Background: an optimization exercise with open tools, aiming at small area and a short achievable clock period. Do not read the settings as production practice.
Function was checked by simulation only, so behaviour that the tests miss may differ from the original.
Power is estimated from default activity; no workload was simulated.

--- design/flow/constraint.sdc ---
create_clock -name core_clock -period 5.0 [get_ports {clk}]
set_input_delay 1.0000 -clock core_clock [delete_from_list [all_inputs] [get_ports {clk}]]
set_output_delay 1.0000 -clock core_clock [all_outputs]
set_load 0.01 [all_outputs]
--- design/flow/design.v ---
`timescale 1ns / 1ps
module radix3_fft(
    input clk,
    input rst,
    input in_valid,
    input [31:0] a_re,
    input [31:0] a_img,
    input [31:0] b_re,
    input [31:0] b_img,
    input [31:0] c_re,
    input [31:0] c_img,
    output out_valid,
    output [31:0] ao_re,
    output [31:0] ao_img,
    output [31:0] bo_re,
    output [31:0] bo_img,
    output [31:0] co_re,
    output [31:0] co_img
    );
parameter [5:0] R1 = 6'b011111;     
parameter [5:0] R2 = 6'b011111;     
parameter [4:0] RM = 5'b10111;      
parameter [5:0] R3 = 6'b011111;     
parameter H1 = 0;                   
parameter H3 = 1;                   
function integer cnt;
    input [31:0] x;
    integer i;
    begin
        cnt = 0;
        for (i = 0; i < 32; i = i + 1) cnt = cnt + x[i];
    end
endfunction
localparam L1 = cnt(R1);
localparam L2 = cnt(R2);
localparam LM = cnt(RM);
localparam L3 = cnt(R3);
localparam LMID = (L2 > LM) ? L2 : LM;
localparam LAT = L1 + LMID + L3;
reg [LAT-1:0] v;
always @(posedge clk) begin
    if (rst)
        v <= {LAT{1'b0}};
    else
        v <= {v[LAT-2:0], in_valid};
end
assign out_valid = v[LAT-1];
wire [31:0] s_re, s_img, d_re, d_img, a1_re, a1_img;
r3_pair #(.R(R1), .HEAVY(H1)) P1R (.clk(clk), .x(b_re),  .y(c_re),  .zp(s_re),  .zm(d_re));
r3_pair #(.R(R1), .HEAVY(H1)) P1I (.clk(clk), .x(b_img), .y(c_img), .zp(s_img), .zm(d_img));
generate
    if (L1 > 0) begin : gDA
        r3_pipe #(.W(64), .N(L1)) DA (.clk(clk), .d({a_re, a_img}), .q({a1_re, a1_img}));
    end else begin : nDA
        assign {a1_re, a1_img} = {a_re, a_img};
    end
endgenerate
wire [31:0] ao2_re, ao2_img, p_re, p_img, m_re, m_img;
wire [31:0] ao3_re, ao3_img, p3_re, p3_img, m3_re, m3_img;
r3_st2 #(.R(R2)) S2R (.clk(clk), .a(a1_re),  .s(s_re),  .ao(ao2_re),  .p(p_re));
r3_st2 #(.R(R2)) S2I (.clk(clk), .a(a1_img), .s(s_img), .ao(ao2_img), .p(p_img));
r3_mul #(.R(RM)) MR (.clk(clk), .d(d_re),  .m(m_re));
r3_mul #(.R(RM)) MI (.clk(clk), .d(d_img), .m(m_img));
generate
    if (LMID - L2 > 0) begin : gDP
        r3_pipe #(.W(128), .N(LMID - L2)) DP (.clk(clk), .d({ao2_re, ao2_img, p_re, p_img}), .q({ao3_re, ao3_img, p3_re, p3_img}));
    end else begin : nDP
        assign {ao3_re, ao3_img, p3_re, p3_img} = {ao2_re, ao2_img, p_re, p_img};
    end
endgenerate
generate
    if (LMID - LM > 0) begin : gDM
        r3_pipe #(.W(64), .N(LMID - LM)) DM (.clk(clk), .d({m_re, m_img}), .q({m3_re, m3_img}));
    end else begin : nDM
        assign {m3_re, m3_img} = {m_re, m_img};
    end
endgenerate
r3_pair #(.R(R3), .HEAVY(H3)) P3R (.clk(clk), .x(p3_re),  .y(m3_img), .zp(co_re),  .zm(bo_re));
r3_pair #(.R(R3), .HEAVY(H3)) P3I (.clk(clk), .x(p3_img), .y(m3_re),  .zp(bo_img), .zm(co_img));
generate
    if (L3 > 0) begin : gDAO
        r3_pipe #(.W(64), .N(L3)) DAO (.clk(clk), .d({ao3_re, ao3_img}), .q({ao_re, ao_img}));
    end else begin : nDAO
        assign {ao_re, ao_img} = {ao3_re, ao3_img};
    end
endgenerate
endmodule
module r3_pipe #(parameter W = 32, parameter N = 1) (
    input clk,
    input [W-1:0] d,
    output [W-1:0] q
    );
generate
    if (N == 0) begin : g_wire
        assign q = d;
    end else begin : g_reg
        reg [W-1:0] r [0:N-1];
        integer i;
        always @(posedge clk) begin
            r[0] <= d;
            for (i = 1; i < N; i = i + 1) r[i] <= r[i-1];
        end
        assign q = r[N-1];
    end
endgenerate
endmodule
module r3_cut #(parameter W = 32, parameter EN = 1) (
    input clk,
    input [W-1:0] d,
    output [W-1:0] q
    );
generate
    if (EN) begin : g_reg
        reg [W-1:0] r;
        always @(posedge clk) r <= d;
        assign q = r;
    end else begin : g_wire
        assign q = d;
    end
endgenerate
endmodule
module r3_lzc (
    input [23:0] z,
    output [4:0] c
    );
wire [31:0] v = {z, 8'hff};
wire [15:0] a1; wire [15:0] c1;
wire [7:0] a2; wire [15:0] c2;
wire [3:0] a3; wire [11:0] c3;
wire [1:0] a4; wire [7:0] c4;
genvar i;
generate
    for (i = 0; i < 16; i = i + 1) begin : g1
        assign a1[i] = ~v[2*i+1] & ~v[2*i];
        assign c1[i] = ~v[2*i+1];
    end
    for (i = 0; i < 8; i = i + 1) begin : g2
        assign a2[i] = a1[2*i+1] & a1[2*i];
        assign c2[2*i+1:2*i] = a1[2*i+1] ? {1'b1, c1[2*i]} : {1'b0, c1[2*i+1]};
    end
    for (i = 0; i < 4; i = i + 1) begin : g3
        assign a3[i] = a2[2*i+1] & a2[2*i];
        assign c3[3*i+2:3*i] = a2[2*i+1] ? {1'b1, c2[4*i+1:4*i]} : {1'b0, c2[4*i+3:4*i+2]};
    end
    for (i = 0; i < 2; i = i + 1) begin : g4
        assign a4[i] = a3[2*i+1] & a3[2*i];
        assign c4[4*i+3:4*i] = a3[2*i+1] ? {1'b1, c3[6*i+2:6*i]} : {1'b0, c3[6*i+5:6*i+3]};
    end
endgenerate
assign c = a4[1] ? {1'b1, c4[3:0]} : {1'b0, c4[7:4]};
endmodule
module r3_norm1 (
    input [23:0] z,
    output [23:0] n,
    output [4:0] c,
    output zero
    );
assign zero = ~|z;
wire z16 = ~|z[23:8];
wire [23:0] n1 = z16 ? {z[7:0], 16'd0} : z;
wire z8 = ~|n1[23:16];
assign n = z8 ? {n1[15:0], 8'd0} : n1;
wire [4:0] lz;
r3_lzc L (.z(z), .c(lz));
assign c = zero ? 5'd0 : lz;
endmodule
module r3_norm2 (
    input [23:0] z,
    input [7:0] e,
    input [4:0] c,
    output [23:0] n,
    output [7:0] en
    );
wire z4 = ~|z[23:20];
wire [23:0] n3 = z4 ? {z[19:0], 4'd0} : z;
wire z2 = ~|n3[23:22];
wire [23:0] n4 = z2 ? {n3[21:0], 2'd0} : n3;
wire z1 = ~n4[23];
assign n = z1 ? {n4[22:0], 1'b0} : n4;
assign en = e - {3'd0, c};
endmodule
module r3_fin #(parameter [2:0] R = 0) (
    input clk,
    input [23:0] la,
    input [23:0] sa,
    input [23:0] ls,
    input [23:0] ss,
    input [7:0] ea,
    input [7:0] es,
    input same,
    input sgn,
    input sgnd,
    output [31:0] zp,
    output [31:0] zm
    );
wire [24:0] sum = {1'b0, la} + {1'b0, sa};
wire [23:0] dif = ls - ss;
wire [24:0] sum_d; wire [23:0] dif_d; wire [7:0] ea_d, es_d; wire same_d, sgn_d, sgnd_d;
generate
    if (R[0]) begin : gC0
        r3_cut #(.W(25+24+8+8+3)) C0 (.clk(clk), .d({sum, dif, ea, es, same, sgn, sgnd}), .q({sum_d, dif_d, ea_d, es_d, same_d, sgn_d, sgnd_d}));
    end else begin : nC0
        assign {sum_d, dif_d, ea_d, es_d, same_d, sgn_d, sgnd_d} = {sum, dif, ea, es, same, sgn, sgnd};
    end
endgenerate
wire [23:0] dn1; wire [4:0] lz; wire zero;
r3_norm1 N1 (.z(dif_d), .n(dn1), .c(lz), .zero(zero));
wire [31:0] rs = {sgn_d, sum_d[24] ? ea_d + 8'd1 : ea_d, sum_d[24] ? sum_d[23:1] : sum_d[22:0]};
wire [23:0] dn1_e; wire [31:0] rs_e; wire [7:0] es_e; wire [4:0] lz_e; wire same_e, sgnd_e;
generate
    if (R[1]) begin : gC1
        r3_cut #(.W(24+32+8+5+2)) C1 (.clk(clk), .d({dn1, rs, es_d, lz, same_d, sgnd_d}), .q({dn1_e, rs_e, es_e, lz_e, same_e, sgnd_e}));
    end else begin : nC1
        assign {dn1_e, rs_e, es_e, lz_e, same_e, sgnd_e} = {dn1, rs, es_d, lz, same_d, sgnd_d};
    end
endgenerate
wire [23:0] dn; wire [7:0] en;
r3_norm2 N2 (.z(dn1_e), .e(es_e), .c(lz_e), .n(dn), .en(en));
wire [31:0] rd = {sgnd_e, en, dn[22:0]};
wire [31:0] zp_e = same_e ? rs_e : rd;
wire [31:0] zm_e = same_e ? rd : rs_e;
generate
    if (R[2]) begin : gC2
        r3_cut #(.W(64)) C2 (.clk(clk), .d({zp_e, zm_e}), .q({zp, zm}));
    end else begin : nC2
        assign {zp, zm} = {zp_e, zm_e};
    end
endgenerate
endmodule
module r3_pair #(parameter [5:0] R = 0, parameter HEAVY = 0) (
    input clk,
    input [31:0] x,
    input [31:0] y,
    output [31:0] zp,
    output [31:0] zm
    );
wire [31:0] xi, yi;
generate
    if (R[5]) begin : gC5
        r3_cut #(.W(64)) C5 (.clk(clk), .d({x, y}), .q({xi, yi}));
    end else begin : nC5
        assign {xi, yi} = {x, y};
    end
endgenerate
wire [7:0] xe = xi[30:23], ye = yi[30:23];
wire xbig = xi[30:0] >= yi[30:0];
wire [7:0] dxy = xe - ye;
wire [7:0] dyx = ye - xe;
wire zxy = (|dxy[7:5]) | (dxy[4] & dxy[3]);
wire zyx = (|dyx[7:5]) | (dyx[4] & dyx[3]);
wire same_a = ~(xi[31] ^ yi[31]);
wire sgn_a = xi[31];
wire [22:0] xf_b, yf_b; wire [4:0] sh; wire [7:0] ea;
wire xbig_b, shz, same_b, sgn_b;
generate
    if (HEAVY) begin : g_heavy
        if (R[0]) begin : gC0
        r3_cut #(.W(23+23+5+8+4)) C0 (.clk(clk), .d({xi[22:0], yi[22:0], xbig ? dxy[4:0] : dyx[4:0], xbig ? xe : ye,
                xbig, xbig ? zxy : zyx, same_a, sgn_a}), .q({xf_b, yf_b, sh, ea, xbig_b, shz, same_b, sgn_b}));
    end else begin : nC0
        assign {xf_b, yf_b, sh, ea, xbig_b, shz, same_b, sgn_b} = {xi[22:0], yi[22:0], xbig ? dxy[4:0] : dyx[4:0], xbig ? xe : ye,
                xbig, xbig ? zxy : zyx, same_a, sgn_a};
    end
    end else begin : g_light
        wire [7:0] xe_b, ye_b; wire [4:0] dxy_b, dyx_b; wire zxy_b, zyx_b;
        if (R[0]) begin : gC0
        r3_cut #(.W(23+23+8+8+5+5+5)) C0 (.clk(clk), .d({xi[22:0], yi[22:0], xe, ye, dxy[4:0], dyx[4:0], xbig, zxy, zyx, same_a, sgn_a}), .q({xf_b, yf_b, xe_b, ye_b, dxy_b, dyx_b, xbig_b, zxy_b, zyx_b, same_b, sgn_b}));
    end else begin : nC0
        assign {xf_b, yf_b, xe_b, ye_b, dxy_b, dyx_b, xbig_b, zxy_b, zyx_b, same_b, sgn_b} = {xi[22:0], yi[22:0], xe, ye, dxy[4:0], dyx[4:0], xbig, zxy, zyx, same_a, sgn_a};
    end
        assign sh = xbig_b ? dxy_b : dyx_b;
        assign shz = xbig_b ? zxy_b : zyx_b;
        assign ea = xbig_b ? xe_b : ye_b;
    end
endgenerate
wire sgnd_b = sgn_b ^ ~xbig_b;
wire [22:0] lf = xbig_b ? xf_b : yf_b;
wire [22:0] sf = xbig_b ? yf_b : xf_b;
wire [23:0] sm = shz ? 24'd0 : ({1'b1, sf} >> sh);
wire [22:0] lf_c; wire [23:0] sm_c; wire same_c, sgn_c, sgnd_c; wire [7:0] e_c;
generate
    if (R[1]) begin : gC1
        r3_cut #(.W(23+24+3+8)) C1 (.clk(clk), .d({lf, sm, same_b, sgn_b, sgnd_b, ea}), .q({lf_c, sm_c, same_c, sgn_c, sgnd_c, e_c}));
    end else begin : nC1
        assign {lf_c, sm_c, same_c, sgn_c, sgnd_c, e_c} = {lf, sm, same_b, sgn_b, sgnd_b, ea};
    end
endgenerate
r3_fin #(.R(R[4:2])) F (.clk(clk), .la({1'b1, lf_c}), .sa(sm_c), .ls({1'b1, lf_c}), .ss(sm_c),
    .ea(e_c), .es(e_c), .same(same_c), .sgn(sgn_c), .sgnd(sgnd_c), .zp(zp), .zm(zm));
endmodule
module r3_st2 #(parameter [5:0] R = 0) (
    input clk,
    input [31:0] a,
    input [31:0] s,
    output [31:0] ao,
    output [31:0] p
    );
wire [31:0] ai, si;
generate
    if (R[5]) begin : gC5
        r3_cut #(.W(64)) C5 (.clk(clk), .d({a, s}), .q({ai, si}));
    end else begin : nC5
        assign {ai, si} = {a, s};
    end
endgenerate
wire sa = ai[31];
wire same = ~(ai[31] ^ si[31]);
wire [7:0] ea = ai[30:23];
wire [7:0] es = si[30:23];
wire [22:0] fa = ai[22:0];
wire [22:0] fs = si[22:0];
wire [8:0] t9 = {1'b0, ea} - {1'b0, es};
wire tneg = t9[8];                  
wire [7:0] d0 = t9[7:0];            
wire [7:0] n1 = es + ~ea;           
wire [7:0] es1 = es - 8'd1;
wire esz = ~|es;
wire w = esz & ea[7];
wire mp1 = tneg | w;                
wire [7:0] sg = mp1 ? n1 : d0;
wire sgz = (|sg[7:5]) | (sg[4] & sg[3]);
wire feq0 = ~|d0;                   
wire feq1 = ~|n1;                   
wire fge = fa >= fs;
wire [7:0] e0 = tneg ? es : ea;
wire [7:0] e1 = (tneg | esz) ? es1 : ea;
wire abig0 = mp1 ? w : ~(feq0 & ~fge);
wire abig1 = mp1 ? (feq1 & fge) : ~esz;
wire [3:0] sel0 = mp1 ? (w ? 4'b0000 : 4'b0100) : (abig0 ? 4'b1000 : 4'b0010);
wire [3:0] sel1 = mp1 ? (abig1 ? 4'b0001 : 4'b1000) : (esz ? 4'b0000 : 4'b0100);
wire [22:0] fa_b, fs_b; wire [4:0] sg_b; wire [3:0] sel0_b, sel1_b; wire [7:0] e0_b, e1_b;
wire sgz_b, mp1_b, abig0_b, abig1_b, same_b, sa_b;
generate
    if (R[0]) begin : gC0
        r3_cut #(.W(23+23+5+4+4+8+8+6)) C0 (.clk(clk), .d({fa, fs, sg[4:0], sel0, sel1, e0, e1, sgz, mp1, abig0, abig1, same, sa}), .q({fa_b, fs_b, sg_b, sel0_b, sel1_b, e0_b, e1_b, sgz_b, mp1_b, abig0_b, abig1_b, same_b, sa_b}));
    end else begin : nC0
        assign {fa_b, fs_b, sg_b, sel0_b, sel1_b, e0_b, e1_b, sgz_b, mp1_b, abig0_b, abig1_b, same_b, sa_b} = {fa, fs, sg[4:0], sel0, sel1, e0, e1, sgz, mp1, abig0, abig1, same, sa};
    end
endgenerate
wire [3:0] selA = same_b ? sel0_b : sel1_b;
wire [3:0] selS = same_b ? sel1_b : sel0_b;
wire abigA = same_b ? abig0_b : abig1_b;
wire abigS = same_b ? abig1_b : abig0_b;
wire [7:0] eA = same_b ? e0_b : e1_b;
wire [7:0] eS = same_b ? e1_b : e0_b;
wire sgnd = sa_b ^ ~abigS;
wire [23:0] ma = {1'b1, fa_b};
wire [23:0] ms = {1'b1, fs_b};
wire [23:0] xs = mp1_b ? ma : ms;
wire [23:0] base = sgz_b ? 24'd0 : (xs >> sg_b);
wire [23:0] base1 = {1'b0, base[23:1]};
wire [23:0] smA = ({24{selA[3]}} & base) | ({24{selA[2]}} & base1) |
                  ({24{selA[1]}} & ma) | ({24{selA[0]}} & ms);
wire [23:0] smS = ({24{selS[3]}} & base) | ({24{selS[2]}} & base1) |
                  ({24{selS[1]}} & ma) | ({24{selS[0]}} & ms);
wire [22:0] lfA = abigA ? fa_b : fs_b;
wire [22:0] lfS = abigS ? fa_b : fs_b;
wire [22:0] lfA_c, lfS_c; wire [23:0] smA_c, smS_c; wire [7:0] eA_c, eS_c; wire same_c, sa_c, sgnd_c;
generate
    if (R[1]) begin : gC1
        r3_cut #(.W(2*(23+24+8)+3)) C1 (.clk(clk), .d({lfA, smA, eA, lfS, smS, eS, same_b, sa_b, sgnd}), .q({lfA_c, smA_c, eA_c, lfS_c, smS_c, eS_c, same_c, sa_c, sgnd_c}));
    end else begin : nC1
        assign {lfA_c, smA_c, eA_c, lfS_c, smS_c, eS_c, same_c, sa_c, sgnd_c} = {lfA, smA, eA, lfS, smS, eS, same_b, sa_b, sgnd};
    end
endgenerate
r3_fin #(.R(R[4:2])) F (.clk(clk), .la({1'b1, lfA_c}), .sa(smA_c), .ls({1'b1, lfS_c}), .ss(smS_c),
    .ea(eA_c), .es(eS_c), .same(same_c), .sgn(sa_c), .sgnd(sgnd_c), .zp(ao), .zm(p));
endmodule
module r3_mul #(parameter [4:0] R = 0) (
    input clk,
    input [31:0] d,
    output [31:0] m
    );
wire [31:0] di;
generate
    if (R[3]) begin : gC3
        r3_cut #(.W(32)) C3 (.clk(clk), .d(d), .q(di));
    end else begin : nC3
        assign di = d;
    end
endgenerate
wire [23:0] mm = {1'b1, di[22:0]};
wire [24:0] t = {1'b0, mm} + {2'b0, mm[23:1]};
wire [23:0] u = mm - {4'd0, mm[23:4]};
wire [7:0] e = di[30:23];
wire ez_a = (e == 8'd0);
wire byp1_a = (e == 8'd1) | ((e == 8'd255) & t[24]);
wire byp2_a = (e[7:1] == 7'd1) | (e[7:1] == 7'd2);    
wire [22:0] f_b; wire c1; wire [23:0] u_b; wire [7:0] e_b; wire sd_b, ez, byp1, byp2;
generate
    if (R[0]) begin : gC0
        r3_cut #(.W(23+1+24+8+1+3)) C0 (.clk(clk), .d({di[22:0], t[24], u, e, di[31], ez_a, byp1_a, byp2_a}), .q({f_b, c1, u_b, e_b, sd_b, ez, byp1, byp2}));
    end else begin : nC0
        assign {f_b, c1, u_b, e_b, sd_b, ez, byp1, byp2} = {di[22:0], t[24], u, e, di[31], ez_a, byp1_a, byp2_a};
    end
endgenerate
wire u23 = u_b[23];
wire byp = byp1 | byp2;
wire nrm = ~byp & ~ez;
wire [23:0] m_b = {1'b1, f_b};
wire [24:0] o1 = {1'b0, byp1 ? u_b : m_b};
wire [24:0] o2 = nrm ? {2'd0, m_b[23:1]} : (byp1 & ~u23) ? {1'b0, u_b} : 25'd0;
wire [24:0] o3 = nrm ? {3'd0, u_b[23:3], 1'b0} : ez ? {2'd0, u_b[23:1]} : 25'd0;
wire cin = nrm & ~c1 & u_b[2];
wire sh = nrm & c1;
wire [7:0] e1 = byp2 ? e_b + 8'd250 :
                byp1 ? (e_b[1] ? 8'd252 : 8'd254) + {7'd0, u23} :
                ez   ? 8'd255 : e_b + {7'd0, c1};
wire sg = byp2 ? sd_b : ~sd_b;
wire [24:0] cs_s = o1 ^ o2 ^ o3;
wire [24:0] cs_c = (o1 & o2) | (o1 & o3) | (o2 & o3);
wire [24:0] cs_s_c, cs_c_c; wire cin_c, sh_c, sg_c; wire [7:0] e1_c;
generate
    if (R[1]) begin : gC1
        r3_cut #(.W(25+25+3+8)) C1 (.clk(clk), .d({cs_s, cs_c, cin, sh, sg, e1}), .q({cs_s_c, cs_c_c, cin_c, sh_c, sg_c, e1_c}));
    end else begin : nC1
        assign {cs_s_c, cs_c_c, cin_c, sh_c, sg_c, e1_c} = {cs_s, cs_c, cin, sh, sg, e1};
    end
endgenerate
wire [25:0] w = {1'b0, cs_s_c} + {cs_c_c, cin_c};
wire [25:0] w_d; wire sh_d, sg_d; wire [7:0] e1_d;
generate
    if (R[4]) begin : gC4
        r3_cut #(.W(26+2+8)) C4 (.clk(clk), .d({w, sh_c, sg_c, e1_c}), .q({w_d, sh_d, sg_d, e1_d}));
    end else begin : nC4
        assign {w_d, sh_d, sg_d, e1_d} = {w, sh_c, sg_c, e1_c};
    end
endgenerate
wire [7:0] e0_d = e1_d - 8'd1;
wire [24:0] h = sh_d ? w_d[25:1] : w_d[24:0];
wire [31:0] m_e = {sg_d, h[24] ? e1_d : e0_d, h[24] ? h[23:1] : h[22:0]};
generate
    if (R[2]) begin : gC2
        r3_cut #(.W(32)) C2 (.clk(clk), .d(m_e), .q(m));
    end else begin : nC2
        assign m = m_e;
    end
endgenerate
endmodule
--- design/flow/run.sh ---
#!/bin/bash
# synth_recipe.tcl (not shown) runs the flow's synth.tcl, then flattens the netlist and writes it again
# the make line also repeats each setting of config.mk as NAME=value (left out here)
make -C /OpenROAD-flow-scripts/flow DESIGN_CONFIG=/design/flow/config.mk WORK_HOME=/design/flow/orfs CLKGATE_MAP_FILE= SYNTH_SCRIPT=/design/flow/synth_recipe.tcl finish
--- design/flow/config.mk ---
export PLATFORM = sky130hd
export DESIGN_NAME = radix3_fft
export DESIGN_NICKNAME = radix3_fft
export VERILOG_FILES = /design/flow/design.v
export SDC_FILE = /design/flow/constraint.sdc
export NUM_CORES = 8
export LEC_CHECK = 0
export CAP_MARGIN = 20
export CORE_MARGIN = 2
export CORE_UTILIZATION = 40
export CTS_CLUSTER_DIAMETER = 80
export CTS_CLUSTER_SIZE = 24
export PLACE_DENSITY = 0.7
export SETUP_SLACK_MARGIN = 2.3
export SLEW_MARGIN = 20
export SYNTH_HIERARCHICAL = 1
==> impl_metrics.ini, run 1 <==
[status]
outcome = no timing/DRC/antenna violations

[sta]
setup_viol = 0
finalSetupTns_ns = 0
worstMarginPinSlew_ns = 1.10
grt_setup_unrepaired = yes
max_freq_mhz = 377
period_share_pct = 53.0
final_max_slew_viol_count = 0
fin_ws_ns = 2.35
period_needed_ns = 2.65
slew-limit-headroom_pct = 26.2
fin_worst_skew_ns = 0.0558
hold_viol = 0
whs_ns = 0.298

[setup_path]
startpoint_type = flop
cpPeakStageDelay_ns = 0.49
crit_required_ns = 5.75
critical_path.cell_chain = buf_4, clkinvlp_4, nor2_1, a221oi_1, a211oi_1, o22ai_1, a21oi_2, o221ai_1
critPathMaxFanout = 35
path_buf_inv = 2
crit_slowest_cell = a211oi_1
critPathKind = flop to flop
cp-end-kind = flop
critPathArrivalTime_ns = 3.40
cp_top_family = compound AO/OA/AOI/OAI gates

[clock_network]
clkLatencyLatePin_ns = 0.91
cts_buffers = 181
cts_tree = built
path_clk_slew_ns = 0.09
cts-root-buf = clkbuf_16
cts_hold_buffers = 0
clk_path_buf_depth = 4
h-tree-depth = 4
cts.sinks = 3215

[drt]
drtIter0Drc = 6413
dr_wl_met2_um = 131000
route.final.wire_length_um = 304000
drc_errors = 0
ant_nets = 0
post_drt_wl_per_cell_um = 18.3
dr_total_vias = 86600
wl_met3_um = 15500
met1_length_um = 147000
avgViaCountPerCell = 5.21
dr.pass1.iters = 8
routed.top_layer = met5

[global_routing]
grt.total_usage_pct = 17.5
grt_max_degree = 65
antenna_found_initial = 38
grt_pass1_vias = 82100
grt_pass1_wl_um = 468000
overflow = 0

[cells_and_area]
layout-drive-gt1-share_pct = 14.7
final_area_sq_um = 146000
fill_cells = 30400
syn_to_final_growth_pct = 10.5
fin_nets = 13100

[place]
dp_hpwl_um = 234000
io_buffers = 387
pre_cts_slack_ns = 1.70
globalplace.congestion = 0.932
placed_cell_area_sq_um = 139000

[flow_run]
maxCapViolCount = 0

[die]
start_util_pct = 40.2
core-area_sq_um = 328000
die_w_um = 578
ios = 388
die_h_um = 578
rows = 210
die-area_sq_um = 334000

[logic_synthesis]
syn_inst = 12000
syn_area_per_cell_sq_um = 11.0
yosys_warnings = 23
synth_area_sq_um = 132000

[pwr]
peakVddDrop_mv = 0.343
p_leak_nw = 60.7
cellPowerDensity_nw_per_um2 = 734

[min_path]
hold_path_class = flop to flop
==> layer usage <==
layer / vias up / track usage [%]
met5: - / 0
met4: 10 / 6.36
met3: 452 / 2.24
met2: 2494 / 27.0
met1: 40700 / 24.9
li1: 43000 / -
==> state kept, by name (all words and copies together), names as in the netlist, 77 cells and up <==
name and cells:
P1I.g_light.gC0.C0.g_reg.r 77, P1R.g_light.gC0.C0.g_reg.r 77, S2I.gC0.C0.g_reg.r 81, S2I.gC1.C1.g_reg.r 113
S2R.gC0.C0.g_reg.r 81, S2R.gC1.C1.g_reg.r 113, gDA.DA.g_reg.r 320, gDAO.DAO.g_reg.r 320
==> final timing paths <==
kind | end | slack, ns | cells after the start | from
worst max register to register | S2I.gC1.C1.g_reg.r[71]$_DFF_P_ | 2.35 | 8 | S2I.gC0.C0.g_reg.r[30]$_DFF_P_
worst min-delay path | gDA.DA.g_reg.r[4][18]$_DFF_P_ | 0.30 | 0 | gDA.DA.g_reg.r[3][18]$_DFF_P_
worst max-delay path | S2I.gC1.C1.g_reg.r[71]$_DFF_P_ | 2.35 | 8 | S2I.gC0.C0.g_reg.r[30]$_DFF_P_
worst min register to register | gDA.DA.g_reg.r[4][18]$_DFF_P_ | 0.30 | 0 | gDA.DA.g_reg.r[3][18]$_DFF_P_
==> stage by stage <==
step | instances | utilization [%] | power, mW
after floorplan | 12000 | - | 76.3
after global placement | 16300 | 42.5 | 89.8
after detailed placement | 16300 | 42.5 | 90.3
after CTS | 16600 | 44.3 | 107
after global routing | 16600 | 44.4 | 114
final | 16600 | 44.4 | 107
==> final cells by class <==
type,count,area (sq um),share of cell area (%)
clock inverter,70,1060,0.730
clock buffer,194,4680,3.22
timing repair buffer,486,4490,3.09
antenna,19,47.5,0.0327
sequential,3215,64400,44.2
tap,4346,5440,3.73
multi-input combinational,7573,62700,43.1
inverter,718,2710,1.86
==> power by group <==
part	total, mW	switching, mW	internal, mW
combinational	46.7	25.2	21.5
sequential	43.9	7.84	36.1
clock	16.2	8.76	7.41
total	107	41.8	65.0
==> layout by cell type (no fill, tap or decap), drive strengths merged, types with 30 or more instances in the layout <==
master and instances:
a21oi 617, nor4 100, o31ai 44, inv 750, a32o 48, mux2i 593
nand2 556, a31oi 104, a221oi 34, o22ai 48, nor2 604, nor2b 204
fa 78, a311oi 30, a22oi 192, o21a 100, a221o 66, mux4 88
or2 44, a21o 200, o211ai 52, o221ai 114, a211oi 114, mux2 960
o21ai 422, nand3 106, clkbuf 195, nand2b 102, buf 98, ha 696
nor3 164, o21bai 46, and2 66, nand4 104, and3 44, xnor2 272
dfxtp 3215, clkdlybuf4s50 194, dlygate4sd2 193, xor2 194
==> repair_timing <==
action                     in CTS  in global routing
cloned                          5                  5
setup endpoints to repair     374                143
pin swaps                      16                 18
gates resized for setup       236                 60
setup buffers                  18                 18
==> run 2, diff against run 1 <==
--- a/design/flow/config.mk
+++ b/design/flow/config.mk
@@ -12,5 +12,5 @@
 export CTS_CLUSTER_SIZE = 24
 export PLACE_DENSITY = 0.7
-export SETUP_SLACK_MARGIN = 2.3
+export SETUP_SLACK_MARGIN = 2.7
 export SLEW_MARGIN = 20
 export SYNTH_HIERARCHICAL = 1
==> impl_metrics.ini, run 2 <==
[global_routing]
grt_pass1_vias = 83700
grt_pass1_wl_um = 482000
overflow = 0
grt_max_degree = 65
antenna_found_initial = 28
grt.total_usage_pct = 18.0

[sta]
fin_ws_ns = 2.36
hold_viol = 0
setup_viol = 0
period_share_pct = 52.8
fin_worst_skew_ns = 0.0723
grt_setup_unrepaired = yes
worstMarginPinSlew_ns = 1.01
max_freq_mhz = 379
finalSetupTns_ns = 0
slew-limit-headroom_pct = 31.3
period_needed_ns = 2.64
final_max_slew_viol_count = 0

[place]
pre_cts_slack_ns = 1.92
globalplace.congestion = 0.927
io_buffers = 387
dp_hpwl_um = 237000

[setup_path]
cp-startpoint = gDA.DA.g_reg.r[4][58]$_DFF_P_
worstReg2RegEnd = S2R.gC0.C0.g_reg.r[22]$_DFF_P_
worstSetupEndpoint = S2R.gC0.C0.g_reg.r[22]$_DFF_P_
cpPeakStageDelay_ns = 0.55
startpoint_type = flop
cp_top_family = simple AND/OR/NAND/NOR gates
critPathKind = flop to flop
critPathMaxFanout = 10
rr_startpoint = gDA.DA.g_reg.r[4][58]$_DFF_P_
r2r_slack_ns = 2.36
critical_path.cell_chain = inv_1, ha_2, o21ai_0, nor2_1, o31a_1, a21oi_1, or4_4, nor3_4, buf_4
critPathArrivalTime_ns = 3.49
r2r.worst_path.cells = 9
crit_slowest_cell = or4_4
crit_cells = 9
cp-end-kind = flop
path_buf_inv = 2
crit_required_ns = 5.85

[min_path]
hold_path_class = flop to flop

[clock_network]
cts_buffers = 179
clk_path_buf_depth = 4
cts.sinks = 3215
clkLatencyLatePin_ns = 0.92
cts_tree = built
path_clk_slew_ns = 0.09
h-tree-depth = 4
cts-root-buf = clkbuf_16
cts_hold_buffers = 0

[cells_and_area]
fin_nets = 13400
mostFrequentLayoutCells = 2,932 x dfxtp_1, 943 x mux2_2, 681 x inv_1, 567 x nor2_1, 566 x ha_1
final_common_cell = dfxtp_1
syn_to_final_growth_pct = 15.3
reg_top3 = gDA.DA.g_reg.r x320, gDAO.DAO.g_reg.r x320
final_util_pct = 46.4
layout-drive-gt1-share_pct = 24.0

[logic_synthesis]
syn_inst = 12000
synth_area_sq_um = 132000
yosys_warnings = 23
syn_area_per_cell_sq_um = 11.0

[drt]
ant_nets = 0
drc_errors = 0
avgViaCountPerCell = 5.24
drtIter0Drc = 6278
dr.pass1.iters = 6
route.final.wire_length_um = 320000
post_drt_wl_per_cell_um = 18.9
dr_total_vias = 88600

[status]
outcome = no timing/DRC/antenna violations

[flow_run]
maxCapViolCount = 0

[pwr]
cellPowerDensity_nw_per_um2 = 747
p_total_mw = 113
peakVddDrop_mv = 0.364
p_leak_nw = 62.5

[die]
die_h_um = 578
start_util_pct = 40.2
rows = 210
die-area_sq_um = 334000
core-area_sq_um = 328000
ios = 388
die_w_um = 578
[run 2: how the worst min path moves through the flow]
stage | startpoint | endpoint | slack, ns | cells past startpoint
floorplan | gDA.DA.g_reg.r[3][23]$_DFF_P_ | gDA.DA.g_reg.r[4][23]$_DFF_P_ | 0.31 | 0
global placement | P1R.F.gC0.C0.g_reg.r[10]$_DFF_P_ | P1R.F.gC1.C1.g_reg.r[14]$_DFF_P_ | 0.31 | 0
detailed placement | P1I.F.gC0.C0.g_reg.r[2]$_DFF_P_ | P1I.F.gC1.C1.g_reg.r[1]$_DFF_P_ | 0.31 | 0
CTS | gDA.DA.g_reg.r[3][20]$_DFF_P_ | gDA.DA.g_reg.r[4][20]$_DFF_P_ | 0.29 | 0
global route | gDA.DA.g_reg.r[3][20]$_DFF_P_ | gDA.DA.g_reg.r[4][20]$_DFF_P_ | 0.30 | 0
finish | gDA.DA.g_reg.r[1][20]$_DFF_P_ | gDA.DA.g_reg.r[2][20]$_DFF_P_ | 0.29 | 0
[run 2: area by class of cell]
cell class | count | area [sq um]
Clock inverter | 64 | 926
Inverter | 718 | 2740
Tap cell | 4346 | 5440
Antenna cell | 17 | 42.5
Clock buffer | 198 | 4740
Fill cell | 29800 | 176000
Timing Repair Buffer | 762 | 6860
Multi-Input combinational cell | 7585 | 66300
Sequential cell | 3215 | 64900
[run 2: through the flow]
| step | hold WS (ns) | area (sq um) | instances |
|---|---|---|---|
| after floorplan | 0.310 | 132000 | 12000 |
| after global placement | 0.310 | 139000 | 16300 |
| after detailed placement | 0.312 | 139000 | 16300 |
| after CTS | 0.293 | 147000 | 16700 |
| after global routing | 0.302 | 152000 | 16900 |
| final | 0.295 | 152000 | 16900 |
[run 2: where the power goes]
part	internal, mW	switching [mW]	total [mW]
sequential	36.4	8.15	44.5
combinational	25.0	27.8	52.9
clock	7.33	8.73	16.1
[run 2: repair_timing]
item	CTS	global route
cloned	16	13
pin swaps	147	283
gates resized for setup	1276	689
setup buffers	122	183
endpoints found under the setup margin	800	712
[run 2: routing by layer]
metal  routed length, um  GRT usage (%)  vias to the layer above
li1                    -              -                    43600
met1              151000           25.6                    41800
met2              141000           28.4                     2560
met3               15800           2.03                      516
met4               11600           6.09                       14
met5                  90              0                        -
[run 2: worst register-to-register path: stages, from the launching register on]
cell	delay, ns
dfxtp_1	0.39
inv_1	0.09
ha_2	0.46
o21ai_0	0.15
nor2_1	0.25
o31a_1	0.22
a21oi_1	0.09
or4_4	0.55
nor3_4	0.25
buf_4	0.15
==> run 3, diff against run 2 <==
--- a/design/flow/config.mk
+++ b/design/flow/config.mk
@@ -12,5 +12,5 @@
 export CTS_CLUSTER_SIZE = 24
 export PLACE_DENSITY = 0.7
-export SETUP_SLACK_MARGIN = 2.7
+export SETUP_SLACK_MARGIN = 2.5
 export SLEW_MARGIN = 20
 export SYNTH_HIERARCHICAL = 1
==> impl_metrics.ini, run 3 <==
[global_routing]
grt_max_degree = 65
overflow = 0
antenna_found_initial = 39
grt.total_usage_pct = 17.6
grt_pass1_vias = 82700
grt_pass1_wl_um = 473000

[place]
dp_hpwl_um = 234000
post-place-cells = 16300
placed_cell_area_sq_um = 139000
io_buffers = 387
globalplace.congestion = 0.936
pre_cts_slack_ns = 1.77

[clock_network]
cts-root-buf = clkbuf_16
cts_buffers = 178
clkLatencyLatePin_ns = 0.90
clk_path_buf_depth = 4
h-tree-depth = 4
path_clk_slew_ns = 0.09
cts.sinks = 3215
cts_hold_buffers = 0
cts_tree = built

[drt]
dr.pass1.iters = 9
ant_nets = 0
drtIter0Drc = 6322
route.final.wire_length_um = 306000
drc_errors = 0
post_drt_wl_per_cell_um = 18.3
avgViaCountPerCell = 5.21
dr_total_vias = 87000

[min_path]
hold_path_class = flop to flop

[sta]
finalSetupTns_ns = 0
max_freq_mhz = 385
setup_viol = 0
fin_worst_skew_ns = 0.0666
period_share_pct = 52.0
period_needed_ns = 2.60
worstMarginPinSlew_ns = 1.05
final_max_slew_viol_count = 0
hold_viol = 0
fin_ws_ns = 2.40
slew-limit-headroom_pct = 28.5
grt_setup_unrepaired = yes

[setup_path]
crit_required_ns = 5.79
cp-end-kind = flop
crit_slowest_cell = fa_2
critPathKind = flop to flop
cp_top_family = compound AO/OA/AOI/OAI gates
critPathMaxFanout = 4
critical_path.cell_chain = inv_2, ha_4, fa_2, a21o_1, a221o_1, and2_0, a221o_1, a22oi_2, nor3_4, or2_1
cpPeakStageDelay_ns = 0.38
path_buf_inv = 1
startpoint_type = flop
cp_common_cell = a221o_1
critPathArrivalTime_ns = 3.39

[cells_and_area]
syn_to_final_growth_pct = 11.5
final_common_cell = dfxtp_1
final_area_sq_um = 147000
mostFrequentLayoutCells = 3,118 x dfxtp_1, 950 x mux2_2, 708 x inv_1, 660 x ha_1, 584 x a21oi_1
fin_nets = 13200
reg_top3 = gDA.DA.g_reg.r x320, gDAO.DAO.g_reg.r x320
final_cells = 16700
layout-drive-gt1-share_pct = 17.4

[status]
outcome = no timing/DRC/antenna violations

[die]
core-area_sq_um = 328000
die-area_sq_um = 334000
start_util_pct = 40.2
die_h_um = 578
rows = 210
die_w_um = 578
ios = 388

[flow_run]
maxCapViolCount = 0

[logic_synthesis]
syn_area_per_cell_sq_um = 11.0
syn_inst = 12000
yosys_warnings = 23
synth_area_sq_um = 132000

[pwr]
peakVddDrop_mv = 0.339
p_leak_nw = 61.1
cellPowerDensity_nw_per_um2 = 735
## run 3: through the flow
| step | hold WS (ns) | util, % | power, mW |
|---|---|---|---|
| global route | 0.305 | 44.8 | 115 |
| detailed placement | 0.312 | 42.5 | 90.5 |
| finish | 0.301 | 44.8 | 108 |
| global placement | 0.310 | 42.5 | 90.0 |
| CTS | 0.298 | 44.4 | 107 |
| floorplan | 0.310 | - | 76.3 |
## run 3: final cells by class
class / count / area (sq um)
Timing Repair Buffer: 570 / 5170
Inverter: 718 / 2720
Multi-Input combinational cell: 7573 / 63400
Antenna cell: 25 / 62.6
Clock inverter: 64 / 940
Fill cell: 30300 / 181000
Tap cell: 4346 / 5440
Clock buffer: 191 / 4650
Sequential cell: 3215 / 64500
## run 3: path summary, 6_finish.rpt
kind                                   from                              to  slack (ns)  cells past startpoint
max           gDA.DA.g_reg.r[4][55]$_DFF_P_   S2R.gC0.C0.g_reg.r[2]$_DFF_P_        2.40                     10
min          gDAO.DAO.g_reg.r[2][1]$_DFF_P_  gDAO.DAO.g_reg.r[3][1]$_DFF_P_        0.30                      0
max reg2reg   gDA.DA.g_reg.r[4][55]$_DFF_P_   S2R.gC0.C0.g_reg.r[2]$_DFF_P_        2.40                     10
min reg2reg  gDAO.DAO.g_reg.r[2][1]$_DFF_P_  gDAO.DAO.g_reg.r[3][1]$_DFF_P_        0.30                      0
## run 3: repair_timing
| item | CTS | global route |
|---|---|---|
| hold endpoints to repair | 0 | 0 |
| gates cloned | 9 | 1 |
| gates resized for setup | 627 | 200 |
| endpoints found under the setup margin | 567 | 289 |
| setup buffers | 52 | 66 |
| pin swaps | 48 | 78 |
## run 3: worst register-to-register path: cells and delay by family, from the launching register on
kind / cells / cell delay [ns]
AO/OA/AOI/OAI: 4 / 1.10
adder cells (fa/ha/maj): 2 / 0.55
buffers and inverters: 1 / 0.05
flip-flops: 1 / 0.34
AND/OR/NAND/NOR: 3 / 0.45
## run 3: report_power, final
part / switching (mW) / internal (mW)
clock network: 8.58 / 7.31
registers: 7.81 / 36.2
logic: 25.8 / 22.3
total: 42.2 / 65.8
## run 3: layer usage
| metal | GRT usage, % | wire (um) | vias up |
|---|---|---|---|
| li1 | - | - | 43100 |
| met1 | 25.1 | 147000 | 41000 |
| met2 | 27.4 | 133000 | 2357 |
| met3 | 1.95 | 14500 | 446 |
| met4 | 6.32 | 10700 | 10 |
| met5 | 0 | 74 | - |
==> run 4, diff against run 3 <==
--- a/design/flow/design.v
+++ b/design/flow/design.v
@@ -319,5 +319,7 @@
 wire mp1 = tneg | w;                
 wire [7:0] sg = mp1 ? n1 : d0;
-wire sgz = (|sg[7:5]) | (sg[4] & sg[3]);
+wire zd0 = (|d0[7:5]) | (d0[4] & d0[3]);
+wire zn1 = (|n1[7:5]) | (n1[4] & n1[3]);
+wire sgz = mp1 ? zn1 : zd0;
 wire feq0 = ~|d0;                   
 wire feq1 = ~|n1;                   
@@ -325,17 +327,17 @@
 wire [7:0] e0 = tneg ? es : ea;
 wire [7:0] e1 = (tneg | esz) ? es1 : ea;
-wire abig0 = mp1 ? w : ~(feq0 & ~fge);
-wire abig1 = mp1 ? (feq1 & fge) : ~esz;
-wire [3:0] sel0 = mp1 ? (w ? 4'b0000 : 4'b0100) : (abig0 ? 4'b1000 : 4'b0010);
-wire [3:0] sel1 = mp1 ? (abig1 ? 4'b0001 : 4'b1000) : (esz ? 4'b0000 : 4'b0100);
-wire [22:0] fa_b, fs_b; wire [4:0] sg_b; wire [3:0] sel0_b, sel1_b; wire [7:0] e0_b, e1_b;
-wire sgz_b, mp1_b, abig0_b, abig1_b, same_b, sa_b;
+wire [22:0] fa_b, fs_b; wire [4:0] sg_b; wire [7:0] e0_b, e1_b;
+wire sgz_b, mp1_b, w_b, esz_b, feq0_b, feq1_b, fge_b, same_b, sa_b;
 generate
     if (R[0]) begin : gC0
-        r3_cut #(.W(23+23+5+4+4+8+8+6)) C0 (.clk(clk), .d({fa, fs, sg[4:0], sel0, sel1, e0, e1, sgz, mp1, abig0, abig1, same, sa}), .q({fa_b, fs_b, sg_b, sel0_b, sel1_b, e0_b, e1_b, sgz_b, mp1_b, abig0_b, abig1_b, same_b, sa_b}));
+        r3_cut #(.W(23+23+5+8+8+9)) C0 (.clk(clk), .d({fa, fs, sg[4:0], e0, e1, sgz, mp1, w, esz, feq0, feq1, fge, same, sa}), .q({fa_b, fs_b, sg_b, e0_b, e1_b, sgz_b, mp1_b, w_b, esz_b, feq0_b, feq1_b, fge_b, same_b, sa_b}));
     end else begin : nC0
-        assign {fa_b, fs_b, sg_b, sel0_b, sel1_b, e0_b, e1_b, sgz_b, mp1_b, abig0_b, abig1_b, same_b, sa_b} = {fa, fs, sg[4:0], sel0, sel1, e0, e1, sgz, mp1, abig0, abig1, same, sa};
+        assign {fa_b, fs_b, sg_b, e0_b, e1_b, sgz_b, mp1_b, w_b, esz_b, feq0_b, feq1_b, fge_b, same_b, sa_b} = {fa, fs, sg[4:0], e0, e1, sgz, mp1, w, esz, feq0, feq1, fge, same, sa};
     end
 endgenerate
+wire abig0_b = mp1_b ? w_b : ~(feq0_b & ~fge_b);
+wire abig1_b = mp1_b ? (feq1_b & fge_b) : ~esz_b;
+wire [3:0] sel0_b = mp1_b ? (w_b ? 4'b0000 : 4'b0100) : (abig0_b ? 4'b1000 : 4'b0010);
+wire [3:0] sel1_b = mp1_b ? (abig1_b ? 4'b0001 : 4'b1000) : (esz_b ? 4'b0000 : 4'b0100);
 wire [3:0] selA = same_b ? sel0_b : sel1_b;
 wire [3:0] selS = same_b ? sel1_b : sel0_b;
==> impl_metrics.ini, run 4 <==
[sta]
whs_ns = 0.304
slew-limit-headroom_pct = 24.5
setup_viol = 0
period_needed_ns = 2.55
worstMarginPinSlew_ns = 1.13
max_freq_mhz = 392
hold_viol = 0
fin_worst_skew_ns = 0.0516
finalSetupTns_ns = 0
grt_setup_unrepaired = yes
final_max_slew_viol_count = 0
fin_ws_ns = 2.45
period_share_pct = 51.0

[drt]
met1_length_um = 144000
drtIter0Drc = 6444
ant_nets = 0
wl_met3_um = 14900
dr.pass1.iters = 9
post_drt_wl_per_cell_um = 18.3
route.final.wire_length_um = 303000
dr_total_vias = 86600
dr_wl_met2_um = 136000
avgViaCountPerCell = 5.21
routed.top_layer = met5
drc_errors = 0

[clock_network]
path_clk_slew_ns = 0.09
cts-root-buf = clkbuf_16
cts_buffers = 178
clkLatencyLatePin_ns = 0.89
h-tree-depth = 4
cts.sinks = 3205
cts_tree = built
clk_path_buf_depth = 4

[setup_path]
critPathArrivalTime_ns = 3.30
cp-startpoint = gDM.DM.g_reg.r[0][23]$_DFF_P_
rr_startpoint = gDM.DM.g_reg.r[0][23]$_DFF_P_
cp-end-kind = flop
startpoint_type = flop
critPathMaxFanout = 4
critPathKind = flop to flop
crit_required_ns = 5.75

[die]
rows = 210
core-area_sq_um = 327000
start_util_pct = 40.2
die-area_sq_um = 334000
die_h_um = 577
die_w_um = 577
ios = 388

[pwr]
p_leak_nw = 60.6
peakVddDrop_mv = 0.350
p_total_mw = 105
cellPowerDensity_nw_per_um2 = 720

[cells_and_area]
multi_input_area_sq_um = 63300
reg_top3 = gDA.DA.g_reg.r x320, gDAO.DAO.g_reg.r x320
fin_nets = 13100
final_common_cell = dfxtp_1
layout-drive-gt1-share_pct = 17.7
syn_to_final_growth_pct = 11.0
final_cells = 16600
seqCellArea_sq_um = 64300
fill_cells = 30600
mostFrequentLayoutCells = 3,106 x dfxtp_1, 937 x mux2_2, 719 x inv_1, 674 x ha_1, 572 x mux2i_1

[status]
outcome = no timing/DRC/antenna violations

[place]
io_buffers = 387
post-place-cells = 16200
globalplace.congestion = 0.912
pre_cts_slack_ns = 1.75
dp_hpwl_um = 230000

[min_path]
hold_path_class = flop to flop
min-delay-start = gDA.DA.g_reg.r[0][62]$_DFF_P_

[flow_run]
maxCapViolCount = 0

[global_routing]
grt.total_usage_pct = 17.5
grt_pass1_wl_um = 471000
antenna_found_initial = 11
overflow = 0
grt_pass1_vias = 83300
grt_max_degree = 65

[logic_synthesis]
yosys_warnings = 23
syn_inst = 11900
syn_area_per_cell_sq_um = 11.1
synth_area_sq_um = 132000
## run 4: changes by cell type in the layout (fill, tap and decap cells not counted), sizes merged, moves of 8 or more
cell / previous run / this run
dlygate4sd2: 54 / 0
a21oi: 616 / 599
a221oi: 34 / 26
dfxtp: 3215 / 3205
nor2: 604 / 592
and2: 66 / 54
mux4: 88 / 102
buf: 251 / 275
diode: 25 / 8
## run 4: layer usage
layer | vias to the layer above | global-route usage [%]
li1 | 42900 | -
met5 | - | 0
met3 | 457 | 2.41
met2 | 2396 | 28.4
met1 | 40800 | 24.3
met4 | 6 | 4.63
## run 4: final cells by class
type                       count  share of cell area, %
multi-input combinational   7531                   43.3
tap                         4346                   3.72
antenna                        8                 0.0137
timing repair inverter         1                0.00343
timing repair buffer         538                   3.25
clock inverter                62                  0.640
sequential                  3205                   44.0
clock buffer                 194                   3.15
inverter                     720                   1.85
## run 4: report_power, final
group / switching [mW] / internal [mW] / total [mW]
registers: 7.67 / 35.8 / 43.5
logic: 24.8 / 21.1 / 45.9
clock network: 8.64 / 7.20 / 15.8
total: 41.1 / 64.1 / 105
## run 4: metrics by stage
step                      instance area [sq um]  utilization (%)
after floorplan                          132000                -
after global placement                   139000             42.4
after detailed placement                 139000             42.4
after CTS                                145000             44.3
after global routing                     146000             44.6
final                                    146000             44.6
## run 4: critical path, cell delays in order (launching register included)
cell and delay (ns):
dfxtp_1 0.40, inv_1 0.09, ha_1 0.24, fa_1 0.42, inv_1 0.07, a21oi_1 0.08
o21ai_2 0.20, mux2_2 0.35, o221ai_1 0.19, nor4b_2 0.26, a22oi_1 0.10
## run 4: timing repair
item | CTS | global route
pin swaps | 28 | 65
hold buffers | 0 | 0
setup endpoints to repair | 569 | 326
gates cloned | 9 | 3
setup buffers | 38 | 52
gates resized for setup | 791 | 202
## run 4: worst paths after layout
kind / endpoint / slack, ns / depth (start not counted)
min reg2reg: gDA.DA.g_reg.r[1][62]$_DFF_P_ / 0.30 / 0
min: gDA.DA.g_reg.r[1][62]$_DFF_P_ / 0.30 / 0
max reg2reg: P3R.g_heavy.gC0.C0.g_reg.r[2]$_DFF_P_ / 2.45 / 10
max: P3R.g_heavy.gC0.C0.g_reg.r[2]$_DFF_P_ / 2.45 / 10
==> run 5, diff against run 4 <==
--- a/design/flow/config.mk
+++ b/design/flow/config.mk
@@ -9,6 +9,7 @@
 export CORE_MARGIN = 2
 export CORE_UTILIZATION = 40
-export CTS_CLUSTER_DIAMETER = 80
-export CTS_CLUSTER_SIZE = 24
+export CTS_BUF_LIST = sky130_fd_sc_hd__clkbuf_8
+export CTS_CLUSTER_DIAMETER = 60
+export CTS_CLUSTER_SIZE = 16
 export PLACE_DENSITY = 0.7
 export SETUP_SLACK_MARGIN = 2.5
==> impl_metrics.ini, run 5 <==
[clock_network]
clk_path_buf_depth = 4
cts_tree = built
cts_hold_buffers = 0
path_clk_slew_ns = 0.10
cts.sinks = 3205
clkLatencyLatePin_ns = 1.09
cts-root-buf = clkbuf_8
h-tree-depth = 5
cts_buffers = 284

[min_path]
hold_depth = 0
min-delay-start = S2R.gC1.C1.g_reg.r[0]$_DFF_P_
hold_end = S2R.F.gC0.C0.g_reg.r[0]$_DFF_P_
hold_path_class = flop to flop

[setup_path]
cp_top_family = flip-flops
critPathArrivalTime_ns = 1.53
path_buf_inv = 1
crit_slowest_cell = dfxtp_2
r2r_slack_ns = 2.53
r2r.worst_path.cells = 8
cpPeakStageDelay_ns = 0.36
critPathMaxFanout = 1
rr_startpoint = S2R.gC0.C0.g_reg.r[25]$_DFF_P_
critical_path.cell_chain = buf_6
cp-end-kind = output pin
crit_required_ns = 4.00
worstReg2RegEnd = S2R.gC1.C1.g_reg.r[76]$_DFF_P_
startpoint_type = flop
critPathKind = flop to output pin

[global_routing]
overflow = 0
grt_pass1_wl_um = 473000
grt_pass1_vias = 84200
grt.total_usage_pct = 17.5
grt_max_degree = 65
antenna_found_initial = 10

[logic_synthesis]
syn_inst = 11900
synth_area_sq_um = 132000
syn_area_per_cell_sq_um = 11.1
yosys_warnings = 23

[sta]
period_needed_ns = 2.53
fin_worst_skew_ns = 0.0728
finalSetupTns_ns = 0
grt_setup_unrepaired = yes
slew-limit-headroom_pct = 23.5
final_max_slew_viol_count = 0
period_share_pct = 50.6
max_freq_mhz = 395
setup_viol = 0
hold_viol = 0
worstMarginPinSlew_ns = 1.14

[die]
rows = 210
die-area_sq_um = 334000
die_w_um = 577
ios = 388
core-area_sq_um = 327000
die_h_um = 577
start_util_pct = 40.2

[pwr]
peakVddDrop_mv = 0.310
cellPowerDensity_nw_per_um2 = 721
p_total_mw = 106
p_leak_nw = 60.9

[cells_and_area]
final_cells = 16800
layout-drive-gt1-share_pct = 19.4
mostFrequentLayoutCells = 3,042 x dfxtp_1, 940 x mux2_2, 734 x inv_1, 673 x ha_1, 574 x mux2i_1
syn_to_final_growth_pct = 11.4
final_common_cell = dfxtp_1
fin_nets = 13200
final_area_sq_um = 147000
reg_top3 = gDA.DA.g_reg.r x320, gDAO.DAO.g_reg.r x320
final_util_pct = 44.8

[flow_run]
maxCapViolCount = 0

[drt]
drtIter0Drc = 6623
route.final.wire_length_um = 305000
post_drt_wl_per_cell_um = 18.2
ant_nets = 0
avgViaCountPerCell = 5.19
drc_errors = 0
dr_total_vias = 87100
dr.pass1.iters = 6

[place]
post-place-cells = 16200
placed_cell_area_sq_um = 139000
dp_hpwl_um = 230000
globalplace.congestion = 0.912
io_buffers = 387

[status]
outcome = no timing/DRC/antenna violations
[run 5: final cells by class]
class	instances	area, sq um
sequential	3205	64400
clock buffer	299	4120
clock inverter	134	1650
inverter	720	2700
tap	4346	5440
timing repair buffer	533	4800
fill	30600	181000
antenna	12	30.0
multi-input combinational	7533	63400
[run 5: worst max path at each step]
stage | endpoint | depth (start not counted) | start
global placement | P1I.g_light.gC0.C0.g_reg.r[3]$_DFF_P_ | 9 | c_img[24]
CTS | co_img[30] | 1 | P3I.F.gC2.C2.g_reg.r[30]$_DFF_P_
detailed placement | P1I.g_light.gC0.C0.g_reg.r[3]$_DFF_P_ | 9 | c_img[25]
global route | bo_re[8] | 1 | P3R.F.gC2.C2.g_reg.r[8]$_DFF_P_
finish | co_img[31] | 1 | P3I.F.gC2.C2.g_reg.r[31]$_DFF_P_
floorplan | S2I.gC0.C0.g_reg.r[28]$_DFF_P_ | 9 | gDA.DA.g_reg.r[4][23]$_DFF_P_
[run 5: per-stage QoR]
step	setup WS (ns)	hold WS [ns]
after floorplan	2.48	0.310
after global placement	1.78	0.310
after detailed placement	1.75	0.312
after CTS	2.33	0.249
after global routing	2.35	0.270
final	2.47	0.311
[run 5: power breakdown]
group / switching (mW) / leakage (nW) / internal [mW]
Combinational: 24.8 / 31.0 / 21.4
Clock: 9.01 / 2.94 / 6.86
Sequential: 7.73 / 27.0 / 35.9
Total: 41.5 / 60.9 / 64.1
[run 5: what timing repair did]
action	CTS	global route
resized for setup	991	247
cloned	10	2
setup endpoints to repair	569	480
buffers inserted	33	53
pin swaps	24	64
[run 5: layer usage]
layer  GRT usage [%]  part of all wire [%]
met5               0                0.0098
met4            5.12                   2.9
met3            2.64                   5.1
met2            28.3                    45
met1            24.2                    47
==> run 6, diff against run 5 <==
--- a/design/flow/config.mk
+++ b/design/flow/config.mk
@@ -8,5 +8,5 @@
 export CAP_MARGIN = 20
 export CORE_MARGIN = 2
-export CORE_UTILIZATION = 40
+export CORE_UTILIZATION = 48
 export CTS_BUF_LIST = sky130_fd_sc_hd__clkbuf_8
 export CTS_CLUSTER_DIAMETER = 60
==> impl_metrics.ini, run 6 <==
[status]
outcome = no timing/DRC/antenna violations

[die]
core-area_sq_um = 273000
ios = 388
rows = 192
die-area_sq_um = 278000
die_h_um = 528
start_util_pct = 48.2
die_w_um = 528

[cells_and_area]
reg_top3 = gDA.DA.g_reg.r x320, gDAO.DAO.g_reg.r x320
fill_cells = 23700
multi_input_area_sq_um = 63600
fin_nets = 13300
mostFrequentLayoutCells = 3,019 x dfxtp_1, 934 x mux2_2, 734 x inv_1, 675 x ha_1, 569 x mux2i_1
final_common_cell = dfxtp_1
syn_to_final_growth_pct = 11.0
seqCellArea_sq_um = 64400
layout-drive-gt1-share_pct = 19.9

[setup_path]
path_buf_inv = 1
cpPeakStageDelay_ns = 0.36
critPathArrivalTime_ns = 1.51
r2r.worst_path.cells = 7
worstReg2RegEnd = S2I.gC1.C1.g_reg.r[79]$_DFF_P_
cp-end-kind = output pin
cp_top_family = flip-flops
rr_startpoint = S2I.gC0.C0.g_reg.r[25]$_DFF_P_
critPathMaxFanout = 1
crit_required_ns = 4.00
r2r_slack_ns = 2.52
startpoint_type = flop
critPathKind = flop to output pin
critical_path.cell_chain = buf_6
crit_slowest_cell = dfxtp_2

[sta]
grt_setup_unrepaired = yes
period_needed_ns = 2.51
period_share_pct = 50.1
final_max_slew_viol_count = 0
hold_viol = 0
worstMarginPinSlew_ns = 1.16
setup_viol = 0
finalSetupTns_ns = 0
fin_worst_skew_ns = 0.0727
max_freq_mhz = 399
slew-limit-headroom_pct = 22.4

[clock_network]
cts.sinks = 3205
clkLatencyLatePin_ns = 1.05
cts_tree = built
h-tree-depth = 5
path_clk_slew_ns = 0.09
cts_buffers = 273
cts-root-buf = clkbuf_8
cts_hold_buffers = 0
clk_path_buf_depth = 4

[min_path]
hold_depth = 0
min-delay-start = S2R.gC1.C1.g_reg.r[3]$_DFF_P_
hold_path_class = flop to flop
hold_end = S2R.F.gC0.C0.g_reg.r[3]$_DFF_P_

[logic_synthesis]
yosys_warnings = 23
syn_area_per_cell_sq_um = 11.1
synth_area_sq_um = 132000
syn_inst = 11900

[drt]
dr_total_vias = 88800
dr.pass1.iters = 6
drtIter0Drc = 5865
avgViaCountPerCell = 5.54
ant_nets = 0
drc_errors = 0
route.final.wire_length_um = 329000
post_drt_wl_per_cell_um = 20.5

[global_routing]
grt_max_degree = 65
grt_pass1_wl_um = 506000
grt.total_usage_pct = 22.6
grt_pass1_vias = 88300
antenna_found_initial = 28
overflow = 0

[place]
dp_hpwl_um = 250000
io_buffers = 387
globalplace.congestion = 0.950

[pwr]
p_leak_nw = 61.1
cellPowerDensity_nw_per_um2 = 729
p_total_mw = 106
peakVddDrop_mv = 0.305

[flow_run]
maxCapViolCount = 0
run 6: what timing repair did:
item / 4_1_cts / 5_1_grt
gates resized for setup: 1051 / 308
setup endpoints to repair: 766 / 582
pin swaps: 34 / 86
setup buffers: 46 / 85
gates cloned: 15 / 4
run 6: per-layer routing:
| layer | vias to the layer above | wire length [um] | GRT usage (%) |
|---|---|---|---|
| met4 | 20 | 10800 | 7.58 |
| li1 | 43200 | - | - |
| met1 | 42500 | 150000 | 30.4 |
| met3 | 598 | 16300 | 3.14 |
| met2 | 2516 | 151000 | 37.4 |
| met5 | - | 126 | 0 |
run 6: how the worst max path moves through the flow:
stage | startpoint | end | slack, ns | cells after the start
floorplan | gDA.DA.g_reg.r[4][23]$_DFF_P_ | S2I.gC0.C0.g_reg.r[28]$_DFF_P_ | 2.48 | 9
global placement | gDM.DM.g_reg.r[0][27]$_DFF_P_ | P3R.g_heavy.gC0.C0.g_reg.r[11]$_DFF_P_ | 1.68 | 8
detailed placement | gDM.DM.g_reg.r[0][27]$_DFF_P_ | P3R.g_heavy.gC0.C0.g_reg.r[14]$_DFF_P_ | 1.62 | 9
CTS | gDAO.DAO.g_reg.r[4][58]$_DFF_P_ | ao_re[26] | 2.36 | 1
global route | S2R.gC0.C0.g_reg.r[28]$_DFF_P_ | S2R.gC1.C1.g_reg.r[29]$_DFF_P_ | 2.40 | 3
finish | gDAO.DAO.g_reg.r[4][37]$_DFF_P_ | ao_re[5] | 2.49 | 1
run 6: cell type report:
type | count | area share, %
Antenna cell | 3 | 0.00514
Clock buffer | 286 | 2.69
Clock inverter | 117 | 0.934
Inverter | 720 | 1.85
Multi-Input combinational cell | 7537 | 43.6
Sequential cell | 3205 | 44.1
Tap cell | 3589 | 3.07
Timing Repair Buffer | 575 | 3.74
Timing Repair inverter | 1 | 0.00343
run 6: report_power, final:
part,total [mW],internal (mW),switching (mW)
logic,47.3,22.0,25.3
registers,44.1,35.9,8.18
clock network,15.1,6.27,8.84
total,106,64.2,42.3
run 6: metrics by stage:
step	setup slack (ns)	utilization, %	hold WS, ns	std cells	cell area (sq um)
floorplan	2.48	-	0.310	11900	132000
global placement	1.68	50.5	0.309	15500	138000
detailed placement	1.62	50.5	0.312	15500	138000
CTS	2.36	52.8	0.268	15900	144000
global route	2.40	53.5	0.292	16000	146000
finish	2.49	53.5	0.287	16000	146000
==> run 7, diff against run 6 <==
--- a/design/flow/config.mk
+++ b/design/flow/config.mk
@@ -8,5 +8,5 @@
 export CAP_MARGIN = 20
 export CORE_MARGIN = 2
-export CORE_UTILIZATION = 48
+export CORE_UTILIZATION = 55
 export CTS_BUF_LIST = sky130_fd_sc_hd__clkbuf_8
 export CTS_CLUSTER_DIAMETER = 60
==> impl_metrics.ini, run 7 <==
[cells_and_area]
fin_nets = 13300
final_cells = 15500
final_area_sq_um = 145000
syn_to_final_growth_pct = 9.84
mostFrequentLayoutCells = 3,022 x dfxtp_1, 934 x mux2_2, 728 x inv_1, 672 x ha_1, 573 x mux2i_1
layout-drive-gt1-share_pct = 19.5
final_common_cell = dfxtp_1
reg_top3 = gDA.DA.g_reg.r x320, gDAO.DAO.g_reg.r x320

[global_routing]
grt.met2_usage_pct = 43.1
grt.total_usage_pct = 25.6
grt_use_met1_pct = 33.9
grt_pass1_vias = 88100
grt_max_degree = 65
antenna_found_initial = 21
grt_pass1_wl_um = 498000
use_met3_pct = 3.38
overflow = 0
top_usage_layer = met2

[die]
die-area_sq_um = 243000
ios = 388
start_util_pct = 55.3
die_w_um = 493
rows = 179
die_h_um = 493
core-area_sq_um = 238000

[sta]
max_freq_mhz = 396
slew-limit-headroom_pct = 20.6
grt_setup_unrepaired = yes
period_needed_ns = 2.53
finalSetupTns_ns = 0
fin_worst_skew_ns = 0.0428
final_max_slew_viol_count = 0
hold_viol = 0
period_share_pct = 50.5
setup_viol = 0
worstMarginPinSlew_ns = 1.19

[drt]
dr_total_vias = 88800
route.final.wire_length_um = 322000
dr.pass1.iters = 27
post_drt_wl_per_cell_um = 20.7
ant_nets = 0
drc_errors = 0
avgViaCountPerCell = 5.71
drtIter0Drc = 6828

[place]
dp_hpwl_um = 246000
placed_cell_area_sq_um = 138000
io_buffers = 387
post-place-cells = 15100
globalplace.congestion = 0.960

[flow_run]
maxCapViolCount = 0

[setup_path]
critPathKind = flop to output pin
startpoint_type = flop
cp_top_family = flip-flops
path_buf_inv = 1
cp-end-kind = output pin
critical_path.cell_chain = buf_6
crit_required_ns = 4.00
critPathMaxFanout = 1
critPathArrivalTime_ns = 1.53
crit_slowest_cell = dfxtp_2
cpPeakStageDelay_ns = 0.34

[pwr]
p_comb_share_pct = 45.1
internal_power_mw = 63.1
p_leak_nw = 60.6
power_switching_mw = 41.6
p_clk_share_pct = 12.8
peakVddDrop_mv = 0.331
cellPowerDensity_nw_per_um2 = 724
seqPwrFrac_pct = 42.1
power_switching_share_pct = 39.7

[min_path]
hold_path_class = flop to flop

[logic_synthesis]
yosys_warnings = 23
syn_area_per_cell_sq_um = 11.1
syn_inst = 11900
synth_area_sq_um = 132000

[clock_network]
h-tree-depth = 4
cts_hold_buffers = 0
path_clk_slew_ns = 0.10
cts-root-buf = clkbuf_8
cts.sinks = 3205
cts_buffers = 239
clk_path_buf_depth = 3
cts_tree = built
clkLatencyLatePin_ns = 1.07

[status]
outcome = no timing/DRC/antenna violations
==> run 7: per-stage QoR <==
stage	util (%)	total power, mW	hold WS [ns]	setup WS [ns]
6_report	60.8	105	0.309	2.47
2_1_floorplan	-	74.2	0.310	2.48
5_1_grt	60.8	111	0.303	2.40
4_1_cts	60.0	103	0.241	2.34
3_3_place_gp	57.8	87.7	0.310	1.71
3_5_place_dp	57.8	88.6	0.312	1.66
==> run 7: final timing paths <==
check / start / end / slack, ns / cells after the start
max: P3I.F.gC2.C2.g_reg.r[23]$_DFF_P_ / co_img[23] / 2.47 / 1
min: gDAO.DAO.g_reg.r[0][26]$_DFF_P_ / gDAO.DAO.g_reg.r[1][26]$_DFF_P_ / 0.31 / 0
max reg2reg: P1R.gC1.C1.g_reg.r[15]$_DFF_P_ / P1R.F.gC0.C0.g_reg.r[36]$_DFF_P_ / 2.53 / 9
min reg2reg: gDAO.DAO.g_reg.r[0][26]$_DFF_P_ / gDAO.DAO.g_reg.r[1][26]$_DFF_P_ / 0.31 / 0
==> run 7: timing repair <==
action,CTS,global route
setup buffers,45,75
cloned,13,3
pin swaps,37,86
setup endpoints to repair,611,511
gates resized for setup,1066,304
==> run 7: power by group through the flow <==
stage | clock [mW] | combinational (mW) | sequential [mW]
2_1_floorplan | 0 | 33.6 | 40.5
3_3_place_gp | 0 | 43.5 | 44.2
3_5_place_dp | 0 | 44.2 | 44.4
4_1_cts | 13.8 | 45.2 | 43.9
5_1_grt | 14.7 | 51.6 | 45.1
6_report | 13.4 | 47.2 | 44.0
==> run 7: area by class of cell <==
class                   instances  area (sq um)
diodes                          4          10.0
clock buffers                 256          3520
clock inverters                72           845
fillers                     19500         93300
inverters                     720          2710
multi-input cells            7534         63700
flip-flops and latches       3205         64400
well taps                    3167          3960
repair buffers                580          5300
repair inverters                2          10.0
==> run 7: worst reg2reg max path, stage by stage (launching register included) <==
cell     delay, ns
dfxtp_1       0.35
inv_1         0.05
ha_2          0.41
a21o_1        0.22
a31oi_4       0.06
a32oi_4       0.35
a31oi_1       0.20
o21a_1        0.25
o31ai_2       0.26
xor2_1        0.22
==> run 7: routing by layer <==
| metal | routed length, um | vias to the layer above |
|---|---|---|
| met5 | 92 | - |
| met4 | 10200 | 14 |
| met3 | 16000 | 613 |
| met2 | 151000 | 2722 |
| met1 | 144000 | 42400 |
| li1 | - | 43000 |

-- re-timing with driven ports --
How much do the figures lean on ideal ports? The routed layouts below were timed once more, with nothing changed but the port constraints. Step 1 assumes that a clkbuf_16 drives the clock port and a buf_2 every other input. Step 2 adds t to the input delays and takes it off the output delays; t is the mean of the earliest and latest rising clock arrival at the registers after step 1. Input paths then give back, and output paths get back, about the clock's delay inside the block. Slacks: ideal ports / drivers / drivers and shift; pairs: ideal ports / drivers.
run	t (ns)	setup WS [ns]	worst setup path after step 2	latest minus earliest clock arrival (ns)	pins driven straight from the clock port
run 1	0.967	2.350 / 2.350 / 1.601	input to register	0.080 / 0.080	1
run 2	0.978	2.362 / 2.362 / 1.949	input to register	0.088 / 0.088	1
run 3	0.945	2.401 / 2.401 / 1.806	input to register	0.101 / 0.101	1
run 4	0.978	2.448 / 2.448 / 1.735	input to register	0.072 / 0.072	1
run 5	1.142	2.469 / 2.372 / 1.733	input to register	0.090 / 0.090	1
run 6	1.103	2.494 / 2.402 / 1.694	input to register	0.086 / 0.087	1
run 7	1.139	2.473 / 2.378 / 1.674	input to register	0.056 / 0.057	1
After both steps setup and hold are still met in every run listed. For run 6, which loses most, drivers alone change the setup slack by -0.092 ns; drivers and shift together by -0.800 ns.
